This design comes from an exercise in tuning for small area and a short achievable clock period on the open sky130 flow, not from production work. Power figures rest on the tool's default switching activity, not on a simulated workload.

== main ==
==> module async_ram_sp, before the edit <==
module async_ram_sp (
	input clk, rst_n,
	input ho,               
	input rx_valid,         
	input [10:0] sr,        
	output reg [7:0] dout   
	);
function [8:0] ring_slot;    
	input [7:0] a;
	reg [4:0] r;
	reg [1:0] y;
	begin
		if (a[3:2] != 2'b11) begin
			r = {1'b0, a[7:4]};
			y = a[3:2];
		end else begin
			case (a[7:4])
			4'd0:  begin r = 5'd16; y = 2'd0; end
			4'd1:  begin r = 5'd16; y = 2'd1; end
			4'd2:  begin r = 5'd16; y = 2'd2; end
			4'd3:  begin r = 5'd17; y = 2'd0; end
			4'd4:  begin r = 5'd17; y = 2'd1; end
			4'd5:  begin r = 5'd17; y = 2'd2; end
			4'd6:  begin r = 5'd18; y = 2'd0; end
			4'd7:  begin r = 5'd18; y = 2'd1; end
			4'd8:  begin r = 5'd18; y = 2'd2; end
			4'd9:  begin r = 5'd19; y = 2'd0; end
			4'd10: begin r = 5'd19; y = 2'd1; end
			4'd11: begin r = 5'd19; y = 2'd2; end
			4'd12: begin r = 5'd20; y = 2'd0; end
			4'd13: begin r = 5'd20; y = 2'd1; end
			4'd14: begin r = 5'd20; y = 2'd2; end
			default: begin r = 5'd21; y = 2'd0; end
			endcase
		end
		ring_slot = {r, y, a[1:0]};
	end
endfunction
function [21:0] ring_onehot;
	input [7:0] a;
	reg [15:0] hi;
	begin
		hi = 16'd1 << a[7:4];
		if (a[3:2] != 2'b11)
			ring_onehot = {6'd0, hi};
		else
			ring_onehot = {hi[15], |hi[14:12], |hi[11:9], |hi[8:6], |hi[5:3], |hi[2:0], 16'd0};
	end
endfunction
wire [8:0] rd_addr = ring_slot(sr[7:0]);    
wire [8:0] wr_addr = ring_slot(sr[8:1]);    
reg [1:0] phx, phy;
always @(posedge clk) begin
	phx <= phx + 2'd1;
	if (phx == 2'd3)
		phy <= (phy == 2'd2) ? 2'd0 : phy + 2'd1;
end
wire [1:0] nphx = phx + 2'd1;
wire [1:0] nphy = (phx != 2'd3) ? phy : (phy == 2'd2) ? 2'd0 : phy + 2'd1;
reg [4:0] r_ring, w_ring;    
reg [3:0] r_slot, w_slot;
reg [7:0] wdata;             
reg [7:0] wbus;              
reg wp;                      
reg wzd;                     
reg [7:0] pf;                
reg w_match, r_match;        
reg [21:0] rsel;             
reg [21:0] land;             
reg [7:0] tq;                
wire go = rx_valid & rst_n;    
wire c00 = go & (sr[10:9] == 2'b00);
wire c01 = go & (sr[10:9] == 2'b01);
wire c11 = go & (sr[10:9] == 2'b11);
wire w_match_d = (nphx == w_slot[1:0]) & ((nphy == w_slot[3:2]) | (w_ring == 5'd21) | (w_slot[3:2] == 2'b11));
wire w_land = wp & w_match;
wire w_keep = wp & ~w_match;
wire wp_d = c01 | w_keep;
always @(posedge clk) begin
	w_match <= w_match_d;
	r_match <= (nphx == r_slot[1:0]) & ((nphy == r_slot[3:2]) | (r_ring == 5'd21));
	land <= (wp_d & w_match_d) ? (22'd1 << w_ring) : 22'd0;
	rsel <= (ho && sr[9:8] == 2'b10) ? ring_onehot(sr[7:0]) : (22'd1 << r_ring);
end
wire [22*8-1:0] pre;    
genvar g;
generate
	for (g = 0; g < 22; g = g + 1) begin : rg
		localparam N = (g == 21) ? 4 : 12;
		reg [8*N-1:0] s;
		wire [7:0] nxt = land[g] ? wbus : s[8*N-1 -: 8];
		always @(posedge clk)
			s <= {s[8*N-9:0], nxt};
		assign pre[8*g +: 8] = s[8*N-9 -: 8];
	end
endgenerate
reg [7:0] tq_d;
integer i;
always @(*) begin
	tq_d = 8'd0;
	for (i = 0; i < 22; i = i + 1)
		tq_d = tq_d | (pre[8*i +: 8] & {8{rsel[i]}});
end
reg same_ring;
always @(posedge clk)
	same_ring <= (w_ring == r_ring);
wire [7:0] pf_d = !r_match ? pf : (w_land && same_ring) ? wdata : tq;
wire zreq = ~rst_n | wzd;
always @(posedge clk) begin
	tq <= tq_d;
	pf <= pf_d;
	if (c01)
		wdata <= sr[8:1];
	wbus <= c01 ? sr[8:1] : wdata;
	wp <= wp_d;
	wzd <= zreq & w_keep;
	if (c00) begin
		w_ring <= wr_addr[8:4];
		w_slot <= wr_addr[3:0];
	end else if (zreq && !w_keep) begin
		w_ring <= 5'd0;
		w_slot <= 4'd0;
	end
	if (~rst_n) begin
		r_ring <= 5'd0;
		r_slot <= 4'd0;
	end else if (ho && sr[9:8] == 2'b10) begin
		r_ring <= rd_addr[8:4];
		r_slot <= rd_addr[3:0];
	end
	if (~rst_n)
		dout <= 8'd0;
	else if (c11)
		dout <= pf_d;
end
endmodule
==> flow/config.mk <==
export PLATFORM = sky130hd
export DESIGN_NAME = top
export DESIGN_NICKNAME = top
export VERILOG_FILES = /design/flow/design.v
export SDC_FILE = /design/flow/constraint.sdc
export NUM_CORES = 8
export LEC_CHECK = 0
export CAP_MARGIN = 20
export CORE_MARGIN = 2
export CORE_UTILIZATION = 70
export CTS_CLUSTER_DIAMETER = 80
export CTS_CLUSTER_SIZE = 26
export PLACE_DENSITY = 0.8
export SETUP_SLACK_MARGIN = 2.0
export SLEW_MARGIN = 20
==> flow/constraint.sdc <==
create_clock -name core_clock -period 4.0 [get_ports {clk}]
set_input_delay 0.8000 -clock core_clock [delete_from_list [all_inputs] [get_ports {clk}]]
set_output_delay 0.8000 -clock core_clock [all_outputs]
set_load 0.01 [all_outputs]
run.sh (not shown) runs the stock make flow with config.mk's settings and CLKGATE_MAP_FILE= SYNTH_SCRIPT=/design/flow/synth_recipe.tcl, a recipe that flattens the netlist after the stock synthesis.
The following lists how the feature branch was set up differently from main:
==> flow/design.v, changed modules only <==
module async_ram_sp (
	input clk, rst_n,
	input ho,               
	input rx_valid,         
	input [10:0] sr,        
	output reg [7:0] dout   
	);
function [8:0] ring_slot;    
	input [7:0] a;
	reg [4:0] r;
	reg [1:0] y;
	begin
		if (a[3:2] != 2'b11) begin
			r = {1'b0, a[7:4]};
			y = a[3:2];
		end else begin
			case (a[7:4])
			4'd0:  begin r = 5'd16; y = 2'd0; end
			4'd1:  begin r = 5'd16; y = 2'd1; end
			4'd2:  begin r = 5'd16; y = 2'd2; end
			4'd3:  begin r = 5'd17; y = 2'd0; end
			4'd4:  begin r = 5'd17; y = 2'd1; end
			4'd5:  begin r = 5'd17; y = 2'd2; end
			4'd6:  begin r = 5'd18; y = 2'd0; end
			4'd7:  begin r = 5'd18; y = 2'd1; end
			4'd8:  begin r = 5'd18; y = 2'd2; end
			4'd9:  begin r = 5'd19; y = 2'd0; end
			4'd10: begin r = 5'd19; y = 2'd1; end
			4'd11: begin r = 5'd19; y = 2'd2; end
			4'd12: begin r = 5'd20; y = 2'd0; end
			4'd13: begin r = 5'd20; y = 2'd1; end
			4'd14: begin r = 5'd20; y = 2'd2; end
			default: begin r = 5'd21; y = 2'd0; end
			endcase
		end
		ring_slot = {r, y, a[1:0]};
	end
endfunction
wire [8:0] rd_addr = ring_slot(sr[7:0]);    
wire [8:0] wr_addr = ring_slot(sr[8:1]);    
reg [1:0] phx, phy;
always @(posedge clk) begin
	phx <= phx + 2'd1;
	if (phx == 2'd3)
		phy <= (phy == 2'd2) ? 2'd0 : phy + 2'd1;
end
wire [1:0] nphx = phx + 2'd1;
wire [1:0] nphy = (phx != 2'd3) ? phy : (phy == 2'd2) ? 2'd0 : phy + 2'd1;
reg [4:0] r_ring, w_ring;    
reg [3:0] r_slot, w_slot;
reg [7:0] wdata;             
reg wp;                      
reg wzd;                     
reg [7:0] pf;                
reg w_match, r_match;        
reg [21:0] rsel;             
reg [21:0] land;             
reg [7:0] tq;                
wire [4:0] nr_ring = (ho && sr[9:8] == 2'b10) ? rd_addr[8:4] : r_ring;
wire go = rx_valid & rst_n;    
wire c00 = go & (sr[10:9] == 2'b00);
wire c01 = go & (sr[10:9] == 2'b01);
wire c11 = go & (sr[10:9] == 2'b11);
wire w_match_d = (nphx == w_slot[1:0]) & ((nphy == w_slot[3:2]) | (w_ring == 5'd21) | (w_slot[3:2] == 2'b11));
wire w_land = wp & w_match;
wire w_keep = wp & ~w_match;
wire wp_d = c01 | w_keep;
always @(posedge clk) begin
	w_match <= w_match_d;
	r_match <= (nphx == r_slot[1:0]) & ((nphy == r_slot[3:2]) | (r_ring == 5'd21));
	land <= (wp_d & w_match_d) ? (22'd1 << w_ring) : 22'd0;
	rsel <= 22'd1 << nr_ring;
end
wire [22*8-1:0] pre;    
genvar g;
generate
	for (g = 0; g < 22; g = g + 1) begin : rg
		localparam N = (g == 21) ? 4 : 12;
		reg [8*N-1:0] s;
		wire [7:0] nxt = land[g] ? wdata : s[8*N-1 -: 8];
		always @(posedge clk)
			s <= {s[8*N-9:0], nxt};
		assign pre[8*g +: 8] = s[8*N-9 -: 8];
	end
endgenerate
reg [7:0] tq_d;
integer i;
always @(*) begin
	tq_d = 8'd0;
	for (i = 0; i < 22; i = i + 1)
		tq_d = tq_d | (pre[8*i +: 8] & {8{rsel[i]}});
end
wire [7:0] pf_d = !r_match ? pf : (w_land && w_ring == r_ring) ? wdata : tq;
wire zreq = ~rst_n | wzd;
always @(posedge clk) begin
	tq <= tq_d;
	pf <= pf_d;
	if (c01)
		wdata <= sr[8:1];
	wp <= wp_d;
	wzd <= zreq & w_keep;
	if (c00) begin
		w_ring <= wr_addr[8:4];
		w_slot <= wr_addr[3:0];
	end else if (zreq && !w_keep) begin
		w_ring <= 5'd0;
		w_slot <= 4'd0;
	end
	if (~rst_n) begin
		r_ring <= 5'd0;
		r_slot <= 4'd0;
	end else if (ho && sr[9:8] == 2'b10) begin
		r_ring <= rd_addr[8:4];
		r_slot <= rd_addr[3:0];
	end
	if (~rst_n)
		dout <= 8'd0;
	else if (c11)
		dout <= pf_d;
end
endmodule
### Flow results
Relative to main, simple-gate portion of the synthesized area decreased by 0.30 points in the feature branch.
Of the feature branch and main, the feature branch shows the higher data required time at the worst endpoint, with main below it.
met1 layer wirelength in the final routing ended up 4.1% lower on the feature branch than on main.
The feature branch ended up with a lower global-route usage than main did.
Relative to main, the feature branch degrades minimum period implied by the final worst setup slack.
[compare] base=main new=the feature branch: routed wirelength normalized by instance count shows a reduction of about 6%; fmax dropped about 4%; initial antenna violation count went down.
Clock network fraction of design power ends up lower on the feature branch.
Area of the placeable core shrinks slightly when moving from main to the feature branch.
The run showing the smaller post-synthesis sequential area ratio is main.
Die area (higher): main
The feature branch vs main — via count dropped 622.
No run of this note included a check of the RTL's function; only the layout flow was run.

## static timing again, ports no longer ideal
Ports are ideal in the flow. The routed layouts listed here were re-timed in OpenROAD. Step 1, drivers: a clkbuf_16 drives clk and a buf_2 each remaining input, both assumed. Step 2, shift: input delay + t, output delay - t, t = (earliest + latest rising clock arrival at the registers) / 2. This alone moves slack from input paths to output paths. a / b / c = ideal ports / drivers / drivers and shift; a / b = the first two.
run	shift t [ns]	slack for setup (ns)	slew at the worst register clock pin (ns)
main	0.748	2.038 / 2.000 / 1.333	0.10 / 0.10
the feature branch	0.739	1.955 / 1.955 / 1.430	0.10 / 0.10
After both steps setup and hold are still met in every run listed. The setup slack of main, which loses most, moves by -0.038 ns with the drivers and by -0.705 ns with both steps.
